Source: an optimization exercise on an open RTL-to-GDS flow (aim: small area). Production flows keep margins and buffers that such runs may drop. Where RTL was checked, it was by simulation tests only, not by an equivalence proof against the original. Power and IR drop assume default switching activity.

==> module moving_average_v5, before the edit <==
module moving_average_v5 (
    input wire clk,
    input wire rst_n,
    input wire enable,
    input wire data_refresh,
    input wire output_refresh_mode,
    input wire signed [15:0] din,
    input wire [2:0] mode,
    output reg signed [15:0] dout,
    output reg output_pulse
);
reg [27:4] acc;
reg [15:0] h0, h1, h2, h3;
reg [3:0] cnt;
reg init_flag;
wire upd  = enable & data_refresh;
wire load = ~init_flag & (cnt == 4'd0);
reg [23:0] x, y;
always @* begin
    if (!upd)
        x = 24'b0;
    else if (init_flag)
        x = {{8{din[15]}}, din};
    else if (load)
        x = {din, 8'b0};
    else
        x = {{4{din[15]}}, din, 4'b0};
    y = (upd & init_flag) ? ~{{8{h3[15]}}, h3} : 24'b0;
end
wire cin_a = upd & init_flag;
wire [23:0] xs = acc ^ x ^ y;
wire [23:0] xc = (acc & x) | (acc & y) | (x & y);
wire [23:0] acc_next;
ma5_add #(.W(24), .F(4), .B(5)) u_acc_add (
    .a(xs), .b({xc[22:0], cin_a}), .cin(1'b0), .s(acc_next)
);
wire m1 = (mode == 3'b001);
wire m2 = (mode == 3'b010);
wire m3 = (mode == 3'b011);
wire [15:0] q = ({16{m1}} & ~h2) | ({16{m2}} & h1) | ({16{m3}} & acc[27:12]);
wire [15:0] t1s = h0 ^ h1 ^ h2;
wire [15:0] t1c = (h0 & h1) | (h0 & h2) | (h1 & h2);
wire [15:0] t1cs = {t1c[14:0], 1'b0};
wire [15:0] t2s = t1s ^ t1cs ^ q;
wire [15:0] t2c = (t1s & t1cs) | (t1s & q) | (t1cs & q);
wire [15:0] w;
ma5_add #(.W(16), .F(4), .B(4)) u_out_add (
    .a(t2s), .b({t2c[14:0], m1}), .cin(1'b0), .s(w)
);
reg [15:0] dnext;
always @* begin
    case (mode)
        3'b001:         dnext = {w[15], w[15:1]};
        3'b010, 3'b011: dnext = {{2{w[15]}}, w[15:2]};
        3'b100, 3'b101: dnext = acc[27:12];
        default:        dnext = din;
    endcase
end
reg pnext;
always @* begin
    case (mode)
        3'b001:  pnext = cnt[0];
        3'b010:  pnext = (cnt[1:0] == 2'b10);
        3'b011:  pnext = (cnt[1:0] == 2'b11);
        3'b100:  pnext = (cnt == 4'b0111);
        3'b101:  pnext = (cnt == 4'b1111);
        default: pnext = 1'b1;
    endcase
end
always @(posedge clk or negedge rst_n) begin
    if (!rst_n) begin
        acc <= 24'b0;
    end else begin
        acc <= acc_next;
    end
end
always @(posedge clk or negedge rst_n) begin
    if (!rst_n) begin
        h0 <= 16'b0; h1 <= 16'b0; h2 <= 16'b0;
        cnt <= 4'b0;
        init_flag <= 1'b0;
        dout <= 16'b0;
        output_pulse <= 1'b0;
    end else if (enable) begin
        if (data_refresh) begin
            h0 <= din; h1 <= h0; h2 <= h1;
            if (!init_flag) begin
                cnt <= cnt + 4'd1;
                if (cnt == 4'd15) init_flag <= 1'b1;
            end
        end
        output_pulse <= data_refresh & (output_refresh_mode | pnext);
        dout <= dnext;
    end
end
always @(posedge clk) begin
    if (enable & data_refresh) h3 <= h2;
end
endmodule
export LEC_CHECK = 0
export ABC_AREA = 1
export CAP_MARGIN = 20
export CORE_MARGIN = 2
export CORE_UTILIZATION = 40
export CTS_BUF_LIST = sky130_fd_sc_hd__clkbuf_8
export SLEW_MARGIN = 20
create_clock -name core_clock -period 6.0 [get_ports {clk}]
standard.sh (not shown) runs the stock make flow with config.mk's settings and CLKGATE_MAP_FILE= SYNTH_SCRIPT=/design/flow/synth_recipe.tcl, a recipe that flattens the netlist after the stock synthesis.
==> flow/flow/run.sh <==
#!/bin/bash
# The standard layout with an area pass after its standard synthesis:
#  * each port gets the smallest buffer (buf_1);
#  * the synthesized netlist is improved without touching its registers:
#    fa_polarity.py picks each full adder's polarity (a full adder is
#    self-dual) to drop inverters, and abc re-maps the remaining logic for
#    area (reabc.ys), twice over; the result replaces 1_2_yosys.v and the
#    standard flow continues from there. Timing is then repaired by the flow.
set -euo pipefail
export BUFFER_PORTS_ARGS="-buffer_cell sky130_fd_sc_hd__buf_1"
R=orfs/results/sky130hd/moving_average_v5/base
L=orfs/logs/sky130hd/moving_average_v5/base
LIB=$FLOW_HOME/platforms/sky130hd/lib/sky130_fd_sc_hd__tt_025C_1v80.lib
bash standard.sh synth > synth.log 2>&1
cp $R/1_2_yosys.v yosys_standard.v
DONTUSE=$(grep -o -- "-dont_use [^ ]*" $L/1_2_yosys.log | sort -u | tr '\n' ' ')
cur=yosys_standard.v
for i in 1 2 3; do
  python3 flow/fa_polarity.py $cur pol$i.v >> fa_polarity.log 2>&1
  sed -e "s#@LIB@#$LIB#g" -e "s#@IN@#pol$i.v#" -e "s#@OUT@#abc$i.v#" \
      -e "s#@SCRIPT@#flow/amap.script#" -e "s#@TOP@#$FLOW_TOP#" \
      -e "s#@DONTUSE@#$DONTUSE#" flow/reabc.ys > reabc$i.ys
  yosys -l reabc$i.log reabc$i.ys > /dev/null
  cur=abc$i.v
done
python3 flow/fa_polarity.py $cur yosys_final.v >> fa_polarity.log 2>&1
cp yosys_final.v $R/1_2_yosys.v
rm -f $R/1_synth.odb
bash standard.sh > standard.log 2>&1
Other scripts of this flow, unchanged in this note and not shown: flow/flow/amap.script, flow/flow/fa_polarity.py, flow/flow/reabc.ys
The baseline finished with timing, DRC and antenna clean.
Edit:
--- a/flow/design.v
+++ b/flow/design.v
@@ -60,9 +60,9 @@
 wire cin_a = upd & init_flag;
 wire [23:0] xs = acc ^ x ^ y;
 wire [23:0] xc = (acc & x) | (acc & y) | (x & y);
 wire [23:0] acc_next;
-ma5_add #(.W(24), .F(4), .B(5)) u_acc_add (
+ma5_add #(.W(24), .F(6), .B(6)) u_acc_add (
     .a(xs), .b({xc[22:0], cin_a}), .cin(1'b0), .s(acc_next)
 );
 wire m1 = (mode == 3'b001);
 wire m2 = (mode == 3'b010);
@@ -73,9 +73,9 @@
 wire [15:0] t1cs = {t1c[14:0], 1'b0};
 wire [15:0] t2s = t1s ^ t1cs ^ q;
 wire [15:0] t2c = (t1s & t1cs) | (t1s & q) | (t1cs & q);
 wire [15:0] w;
-ma5_add #(.W(16), .F(4), .B(4)) u_out_add (
+ma5_add #(.W(16), .F(6), .B(5)) u_out_add (
     .a(t2s), .b({t2c[14:0], m1}), .cin(1'b0), .s(w)
 );
 reg [15:0] dnext;
 always @* begin
Outcome:
- area after synthesis went down by 1.0%
- setup slack got worse by 0.30 ns
- design area is higher by 1.7%
- routed wire length is higher by about 3.3%
- utilization is higher by 1.9 points
- via count went up by 0.53%
- worst hold slack barely changes
- power came out higher by about 1.7%
- count of clock-buffer cells in the layout stays the same
- sequential power is about the same
- die area is lower by about 1%
- sequential share of layout area came out lower by 0.58 points
- cell count stays flat
- clock skew is lower by 0.0082 ns


moving_average_v5, a different RTL version from the one above (not shown whole).
Size in the first run: about 640 cells after synthesis, about 41 I/O pins, ~0.0070 mm² of cells after synthesis.
==> module moving_average_v5, before the edit <==
module moving_average_v5 (
    input wire clk,
    input wire rst_n,
    input wire enable,
    input wire data_refresh,
    input wire output_refresh_mode,
    input wire signed [15:0] din,
    input wire [2:0] mode,
    output reg signed [15:0] dout,
    output reg output_pulse
);
reg [27:4] acc;
reg [15:0] h0, h1, h2, h3;
reg [3:0] cnt;
reg init_flag;
wire upd  = enable & data_refresh;
reg seen;              
wire load = ~seen;
reg [23:0] x, y;
always @* begin
    if (!upd)
        x = 24'b0;
    else if (init_flag)
        x = {{8{din[15]}}, din};
    else if (load)
        x = {din, 8'b0};
    else
        x = {{4{din[15]}}, din, 4'b0};
    y = (upd & init_flag) ? ~{{8{h3[15]}}, h3} : 24'b0;
end
wire cin_a = upd & init_flag;
wire [23:0] xs = acc ^ x ^ y;
wire [23:0] xc = (acc & x) | (acc & y) | (x & y);
wire [23:0] acc_next;
ma5_add #(.W(24), .F(4), .B(5)) u_acc_add (
    .a(xs), .b({xc[22:0], cin_a}), .cin(1'b0), .s(acc_next)
);
wire m1 = (mode == 3'b001);
wire m2 = (mode == 3'b010);
wire m3 = (mode == 3'b011);
wire [15:0] q = ({16{m1}} & ~h2) | ({16{m2}} & h1) | ({16{m3}} & acc[27:12]);
wire [15:0] t1s = h0 ^ h1 ^ h2;
wire [15:0] t1c = (h0 & h1) | (h0 & h2) | (h1 & h2);
wire [15:0] t1cs = {t1c[14:0], 1'b0};
wire [15:0] t2s = t1s ^ t1cs ^ q;
wire [15:0] t2c = (t1s & t1cs) | (t1s & q) | (t1cs & q);
wire [15:0] w;
ma5_add #(.W(16), .F(4), .B(4)) u_out_add (
    .a(t2s), .b({t2c[14:0], m1}), .cin(1'b0), .s(w)
);
reg [15:0] dnext;
always @* begin
    case (mode)
        3'b001:         dnext = {w[15], w[15:1]};
        3'b010, 3'b011: dnext = {{2{w[15]}}, w[15:2]};
        3'b100, 3'b101: dnext = acc[27:12];
        default:        dnext = din;
    endcase
end
reg pnext;
always @* begin
    case (mode)
        3'b001:  pnext = cnt[0];
        3'b010:  pnext = (cnt[1:0] == 2'b10);
        3'b011:  pnext = (cnt[1:0] == 2'b11);
        3'b100:  pnext = (cnt == 4'b0111);
        3'b101:  pnext = (cnt == 4'b1111);
        default: pnext = 1'b1;
    endcase
end
always @(posedge clk or negedge rst_n) begin
    if (!rst_n) begin
        acc <= 24'b0;
    end else begin
        acc <= acc_next;
    end
end
always @(posedge clk or negedge rst_n) begin
    if (!rst_n) begin
        h0 <= 16'b0; h1 <= 16'b0; h2 <= 16'b0;
        cnt <= 4'b0;
        init_flag <= 1'b0;
        seen <= 1'b0;
        dout <= 16'b0;
        output_pulse <= 1'b0;
    end else if (enable) begin
        if (data_refresh) begin
            h0 <= din; h1 <= h0; h2 <= h1;
            seen <= 1'b1;
            if (!init_flag) begin
                cnt <= cnt + 4'd1;
                if (cnt == 4'd15) init_flag <= 1'b1;
            end
        end
        output_pulse <= data_refresh & (output_refresh_mode | pnext);
        dout <= dnext;
    end
end
always @(posedge clk) begin
    if (enable & data_refresh) h3 <= h2;
end
endmodule
export LEC_CHECK = 0
export ABC_AREA = 1
export CAP_MARGIN = 20
export CORE_MARGIN = 2
export CORE_UTILIZATION = 60
export CTS_BUF_LIST = sky130_fd_sc_hd__clkbuf_8
export SLEW_MARGIN = 20
create_clock -name core_clock -period 6.0 [get_ports {clk}]
==> flow/flow/run.sh <==
#!/bin/bash
# The standard layout with an area pass after its standard synthesis:
#  * each port gets the smallest buffer (buf_1);
#  * clock tree synthesis inserts no dummy loads;
#  * the synthesized netlist is improved without touching its registers:
#    fa_polarity.py picks each full adder's polarity (a full adder is
#    self-dual) to drop inverters, and abc re-maps the remaining logic for
#    area (reabc.ys), three times over, keeping the smallest; the result replaces 1_2_yosys.v and the
#    standard flow continues from there. Timing is then repaired by the flow.
set -euo pipefail
export BUFFER_PORTS_ARGS="-buffer_cell sky130_fd_sc_hd__buf_1"
export CTS_ARGS="-sink_clustering_enable -repair_clock_nets -buf_list sky130_fd_sc_hd__clkbuf_8 -dont_use_dummy_load"
R=orfs/results/sky130hd/moving_average_v5/base
L=orfs/logs/sky130hd/moving_average_v5/base
LIB=$FLOW_HOME/platforms/sky130hd/lib/sky130_fd_sc_hd__tt_025C_1v80.lib
bash standard.sh synth > synth.log 2>&1
cp $R/1_2_yosys.v yosys_standard.v
DONTUSE=$(grep -o -- "-dont_use [^ ]*" $L/1_2_yosys.log | sort -u | tr '\n' ' ')
cur=yosys_standard.v
best=""
best_area=""
for i in 1 2 3; do
  python3 flow/fa_polarity.py $cur pol$i.v >> fa_polarity.log 2>&1
  sed -e "s#@LIB@#$LIB#g" -e "s#@IN@#pol$i.v#" -e "s#@OUT@#abc$i.v#" \
      -e "s#@SCRIPT@#flow/amap.script#" -e "s#@TOP@#$FLOW_TOP#" \
      -e "s#@DONTUSE@#$DONTUSE#" flow/reabc.ys > reabc$i.ys
  yosys -l reabc$i.log reabc$i.ys > /dev/null
  area=$(grep "Chip area" reabc$i.log | tail -1 | awk '{print $NF}')
  if [[ -z "$best" ]] || awk "BEGIN{exit !($area < $best_area)}"; then
    best=abc$i.v
    best_area=$area
  fi
  cur=abc$i.v
done
echo "kept $best ($best_area um2)" >> fa_polarity.log
python3 flow/fa_polarity.py $best yosys_final.v >> fa_polarity.log 2>&1
cp yosys_final.v $R/1_2_yosys.v
rm -f $R/1_synth.odb
bash standard.sh > standard.log 2>&1
Other scripts of this flow, unchanged in this note and not shown: flow/flow/amap.script, flow/flow/fa_polarity.py, flow/flow/reabc.ys
Then changed:
--- a/flow/design.v
+++ b/flow/design.v
@@ -40,15 +40,15 @@
     output reg output_pulse
 );
 reg [27:4] acc;
 reg [15:0] h0, h1, h2, h3;
 reg [3:0] cnt;
 reg init_flag;
+reg [2:0] hv;
 wire upd  = enable & data_refresh;
-reg seen;              
-wire load = ~seen;
+wire load = ~hv[0];    
 reg [23:0] x, y;
 always @* begin
     if (!upd)
         x = 24'b0;
     else if (init_flag)
         x = {{8{din[15]}}, din};
@@ -65,15 +65,18 @@
 ma5_add #(.W(24), .F(4), .B(5)) u_acc_add (
     .a(xs), .b({xc[22:0], cin_a}), .cin(1'b0), .s(acc_next)
 );
 wire m1 = (mode == 3'b001);
 wire m2 = (mode == 3'b010);
 wire m3 = (mode == 3'b011);
-wire [15:0] q = ({16{m1}} & ~h2) | ({16{m2}} & h1) | ({16{m3}} & acc[27:12]);
-wire [15:0] t1s = h0 ^ h1 ^ h2;
-wire [15:0] t1c = (h0 & h1) | (h0 & h2) | (h1 & h2);
+wire [15:0] g0 = h0 & {16{hv[0]}};
+wire [15:0] g1 = h1 & {16{hv[1]}};
+wire [15:0] g2 = h2 & {16{hv[2]}};
+wire [15:0] q = ({16{m1}} & ~g2) | ({16{m2}} & g1) | ({16{m3}} & acc[27:12]);
+wire [15:0] t1s = g0 ^ g1 ^ g2;
+wire [15:0] t1c = (g0 & g1) | (g0 & g2) | (g1 & g2);
 wire [15:0] t1cs = {t1c[14:0], 1'b0};
 wire [15:0] t2s = t1s ^ t1cs ^ q;
 wire [15:0] t2c = (t1s & t1cs) | (t1s & q) | (t1cs & q);
 wire [15:0] w;
 ma5_add #(.W(16), .F(4), .B(4)) u_out_add (
     .a(t2s), .b({t2c[14:0], m1}), .cin(1'b0), .s(w)
@@ -104,29 +107,29 @@
     end else begin
         acc <= acc_next;
     end
 end
 always @(posedge clk or negedge rst_n) begin
     if (!rst_n) begin
-        h0 <= 16'b0; h1 <= 16'b0; h2 <= 16'b0;
         cnt <= 4'b0;
         init_flag <= 1'b0;
-        seen <= 1'b0;
+        hv <= 3'b0;
         dout <= 16'b0;
         output_pulse <= 1'b0;
     end else if (enable) begin
         if (data_refresh) begin
-            h0 <= din; h1 <= h0; h2 <= h1;
-            seen <= 1'b1;
+            hv <= {hv[1:0], 1'b1};
             if (!init_flag) begin
                 cnt <= cnt + 4'd1;
                 if (cnt == 4'd15) init_flag <= 1'b1;
             end
         end
         output_pulse <= data_refresh & (output_refresh_mode | pnext);
         dout <= dnext;
     end
 end
 always @(posedge clk) begin
-    if (enable & data_refresh) h3 <= h2;
+    if (enable & data_refresh) begin
+        h0 <= din; h1 <= h0; h2 <= h1; h3 <= h2;
+    end
 end
 endmodule
Effect: Combinational power drops by 21%. Final cell count goes down by 4.1%. Worst hold slack degrades by 0.061 ns. Die area is lower by 0.50%. Maximum frequency decreases by 1.8%. Design area climbs by 4.9%. Sequential power goes down by about 7%. Area after synthesis falls by 0.52%. Wire length increases by 3.3%.
No run of this note included a check of the RTL's function; only the layout flow was run.


Another version of the RTL of moving_average_v5 (not shown whole).
Size: roughly 41 I/O pins, roughly 7200 sq um of cells after synthesis.
==> module moving_average_v5, before the edit <==
module moving_average_v5 (
    input wire clk,
    input wire rst_n,
    input wire enable,
    input wire data_refresh,
    input wire output_refresh_mode,
    input wire signed [15:0] din,
    input wire [2:0] mode,
    output reg signed [15:0] dout,
    output reg output_pulse
);
reg [27:4] acc;
reg [15:0] h0, h1, h2, h3;
reg [3:0] cnt;
reg init_flag;
wire upd  = enable & data_refresh;
wire load = ~init_flag & (cnt == 4'd0);
reg [23:0] x, y;
always @* begin
    if (!upd)
        x = 24'b0;
    else if (init_flag)
        x = {{8{din[15]}}, din};
    else if (load)
        x = {din, 8'b0};
    else
        x = {{4{din[15]}}, din, 4'b0};
    y = (upd & init_flag) ? ~{{8{h3[15]}}, h3} : 24'b0;
end
wire cin_a = upd & init_flag;
wire [23:0] xs = acc ^ x ^ y;
wire [23:0] xc = (acc & x) | (acc & y) | (x & y);
wire [23:0] acc_next;
ma5_add #(.W(24), .F(5), .B(5)) u_acc_add (
    .a(xs), .b({xc[22:0], cin_a}), .cin(1'b0), .s(acc_next)
);
wire m1 = (mode == 3'b001);
wire m2 = (mode == 3'b010);
wire m3 = (mode == 3'b011);
wire [15:0] q = ({16{m1}} & ~h2) | ({16{m2}} & h1) | ({16{m3}} & acc[27:12]);
wire [15:0] t1s = h0 ^ h1 ^ h2;
wire [15:0] t1c = (h0 & h1) | (h0 & h2) | (h1 & h2);
wire [15:0] t1cs = {t1c[14:0], 1'b0};
wire [15:0] t2s = t1s ^ t1cs ^ q;
wire [15:0] t2c = (t1s & t1cs) | (t1s & q) | (t1cs & q);
wire [15:0] w;
ma5_add #(.W(16), .F(4), .B(4)) u_out_add (
    .a(t2s), .b({t2c[14:0], m1}), .cin(1'b0), .s(w)
);
reg [15:0] dnext;
always @* begin
    case (mode)
        3'b001:         dnext = {w[15], w[15:1]};
        3'b010, 3'b011: dnext = {{2{w[15]}}, w[15:2]};
        3'b100, 3'b101: dnext = acc[27:12];
        default:        dnext = din;
    endcase
end
reg pnext;
always @* begin
    case (mode)
        3'b001:  pnext = cnt[0];
        3'b010:  pnext = (cnt[1:0] == 2'b10);
        3'b011:  pnext = (cnt[1:0] == 2'b11);
        3'b100:  pnext = (cnt == 4'b0111);
        3'b101:  pnext = (cnt == 4'b1111);
        default: pnext = 1'b1;
    endcase
end
always @(posedge clk or negedge rst_n) begin
    if (!rst_n) begin
        acc <= 24'b0;
    end else begin
        acc <= acc_next;
    end
end
always @(posedge clk or negedge rst_n) begin
    if (!rst_n) begin
        h0 <= 16'b0; h1 <= 16'b0; h2 <= 16'b0;
        cnt <= 4'b0;
        init_flag <= 1'b0;
        dout <= 16'b0;
        output_pulse <= 1'b0;
    end else if (enable) begin
        if (data_refresh) begin
            h0 <= din; h1 <= h0; h2 <= h1;
            if (!init_flag) begin
                cnt <= cnt + 4'd1;
                if (cnt == 4'd15) init_flag <= 1'b1;
            end
        end
        output_pulse <= data_refresh & (output_refresh_mode | pnext);
        dout <= dnext;
    end
end
always @(posedge clk) begin
    if (enable & data_refresh) h3 <= h2;
end
endmodule
==> flow/config.mk <==
export PLATFORM = sky130hd
export DESIGN_NAME = moving_average_v5
export DESIGN_NICKNAME = moving_average_v5
export VERILOG_FILES = /design/flow/design.v
export SDC_FILE = /design/flow/constraint.sdc
export NUM_CORES = 4
export LEC_CHECK = 0
export ABC_AREA = 1
export CAP_MARGIN = 20
export CORE_MARGIN = 2
export CORE_UTILIZATION = 60
export CTS_BUF_LIST = sky130_fd_sc_hd__clkbuf_8
export SLEW_MARGIN = 20
==> flow/constraint.sdc <==
create_clock -name core_clock -period 6.0 [get_ports {clk}]
set_input_delay 1.2000 -clock core_clock [delete_from_list [all_inputs] [get_ports {clk}]]
set_output_delay 1.2000 -clock core_clock [all_outputs]
set_load 0.01 [all_outputs]
==> flow/flow/run.sh <==
#!/bin/bash
# The standard layout with an area pass after its standard synthesis:
#  * each port gets the smallest buffer (buf_1);
#  * clock tree synthesis inserts no dummy loads;
#  * the synthesized netlist is improved without touching its registers:
#    fa_polarity.py picks each full adder's polarity (a full adder is
#    self-dual) to drop inverters, and abc re-maps the remaining logic for
#    area (reabc.ys), three times over; the result replaces 1_2_yosys.v and the
#    standard flow continues from there. Timing is then repaired by the flow.
set -euo pipefail
export BUFFER_PORTS_ARGS="-buffer_cell sky130_fd_sc_hd__buf_1"
export CTS_ARGS="-sink_clustering_enable -repair_clock_nets -buf_list sky130_fd_sc_hd__clkbuf_8 -dont_use_dummy_load"
R=orfs/results/sky130hd/moving_average_v5/base
L=orfs/logs/sky130hd/moving_average_v5/base
LIB=$FLOW_HOME/platforms/sky130hd/lib/sky130_fd_sc_hd__tt_025C_1v80.lib
bash standard.sh synth > synth.log 2>&1
cp $R/1_2_yosys.v yosys_standard.v
DONTUSE=$(grep -o -- "-dont_use [^ ]*" $L/1_2_yosys.log | sort -u | tr '\n' ' ')
cur=yosys_standard.v
for i in 1 2 3; do
  python3 flow/fa_polarity.py $cur pol$i.v >> fa_polarity.log 2>&1
  sed -e "s#@LIB@#$LIB#g" -e "s#@IN@#pol$i.v#" -e "s#@OUT@#abc$i.v#" \
      -e "s#@SCRIPT@#flow/amap.script#" -e "s#@TOP@#$FLOW_TOP#" \
      -e "s#@DONTUSE@#$DONTUSE#" flow/reabc.ys > reabc$i.ys
  yosys -l reabc$i.log reabc$i.ys > /dev/null
  cur=abc$i.v
done
python3 flow/fa_polarity.py $cur yosys_final.v >> fa_polarity.log 2>&1
cp yosys_final.v $R/1_2_yosys.v
rm -f $R/1_synth.odb
bash standard.sh > standard.log 2>&1
Other scripts of this flow, unchanged in this note and not shown: flow/flow/amap.script, flow/flow/fa_polarity.py, flow/flow/reabc.ys
Then changed:
--- a/flow/design.v
+++ b/flow/design.v
@@ -59,19 +59,23 @@
 end
 wire cin_a = upd & init_flag;
 wire [23:0] xs = acc ^ x ^ y;
 wire [23:0] xc = (acc & x) | (acc & y) | (x & y);
 wire [23:0] acc_next;
-ma5_add #(.W(24), .F(5), .B(5)) u_acc_add (
+ma5_add #(.W(24), .F(4), .B(5)) u_acc_add (
     .a(xs), .b({xc[22:0], cin_a}), .cin(1'b0), .s(acc_next)
 );
 wire m1 = (mode == 3'b001);
 wire m2 = (mode == 3'b010);
 wire m3 = (mode == 3'b011);
-wire [15:0] q = ({16{m1}} & ~h2) | ({16{m2}} & h1) | ({16{m3}} & acc[27:12]);
-wire [15:0] t1s = h0 ^ h1 ^ h2;
-wire [15:0] t1c = (h0 & h1) | (h0 & h2) | (h1 & h2);
+wire [2:0] hv = {3{init_flag}} | {cnt > 4'd2, cnt > 4'd1, cnt != 4'd0};
+wire [15:0] g0 = h0 & {16{hv[0]}};
+wire [15:0] g1 = h1 & {16{hv[1]}};
+wire [15:0] g2 = h2 & {16{hv[2]}};
+wire [15:0] q = ({16{m1}} & ~g2) | ({16{m2}} & g1) | ({16{m3}} & acc[27:12]);
+wire [15:0] t1s = g0 ^ g1 ^ g2;
+wire [15:0] t1c = (g0 & g1) | (g0 & g2) | (g1 & g2);
 wire [15:0] t1cs = {t1c[14:0], 1'b0};
 wire [15:0] t2s = t1s ^ t1cs ^ q;
 wire [15:0] t2c = (t1s & t1cs) | (t1s & q) | (t1cs & q);
 wire [15:0] w;
 ma5_add #(.W(16), .F(4), .B(4)) u_out_add (
@@ -104,26 +108,26 @@
         acc <= acc_next;
     end
 end
 always @(posedge clk or negedge rst_n) begin
     if (!rst_n) begin
-        h0 <= 16'b0; h1 <= 16'b0; h2 <= 16'b0;
         cnt <= 4'b0;
         init_flag <= 1'b0;
         dout <= 16'b0;
         output_pulse <= 1'b0;
     end else if (enable) begin
         if (data_refresh) begin
-            h0 <= din; h1 <= h0; h2 <= h1;
             if (!init_flag) begin
                 cnt <= cnt + 4'd1;
                 if (cnt == 4'd15) init_flag <= 1'b1;
             end
         end
         output_pulse <= data_refresh & (output_refresh_mode | pnext);
         dout <= dnext;
     end
 end
 always @(posedge clk) begin
-    if (enable & data_refresh) h3 <= h2;
+    if (enable & data_refresh) begin
+        h0 <= din; h1 <= h0; h2 <= h1; h3 <= h2;
+    end
 end
 endmodule
Outcome: The changed run produced a clean layout. Wire length increases by roughly a tenth. Core utilization increases by 0.33 points. Clock-buffer cell count does not change. Setup slack improved by 39 ps. Critical path depth increases by 4. Design area increases by a few percent. First-iteration DRC count decreases by a quarter to a third. Register-to-register slack got worse by 160 ps. Fmax increases slightly. Area after synthesis increases slightly.
No functional check of the RTL was part of any run of this note.

afterwards: timing with drivers on the ports:
Ports are ideal in the flow. The routed layouts listed here were re-timed in OpenROAD.
Step 1 sets driving cells, clkbuf_16 on the clock port and buf_2 on the other inputs (assumed; they add their load-dependent delay and slew).
Step 2 also shifts input and output timing later by t, the mid clock arrival at the registers, as if the neighbouring blocks saw the same clock.
Slacks: ideal ports / drivers / drivers and shift; pairs: ideal ports / drivers.
run | shift t [ns] | setup slack, ns | worst register clock-pin slew, ns
the first run of note 1 | 0.426 | 0.606 / 0.618 / 0.191 | 0.12 / 0.12
the second run of note 1 | 0.431 | 0.308 / 0.319 / -0.112 | 0.12 / 0.12
the first run of note 2 | 0.422 | 0.338 / 0.355 / -0.067 | 0.11 / 0.11
the second run of note 2 | 0.469 | 0.237 / 0.250 / -0.219 | 0.07 / 0.07
the first run of note 3 | 0.421 | 0.343 / 0.358 / -0.064 | 0.10 / 0.10
the second run of note 3 | 0.433 | 0.382 / 0.393 / -0.040 | 0.11 / 0.11
Met with ideal ports but missed after step 2: setup timing in 5 of these runs. For the second run of note 2, which loses most, drivers alone change the setup slack by +0.013 ns; drivers and shift together by -0.456 ns.
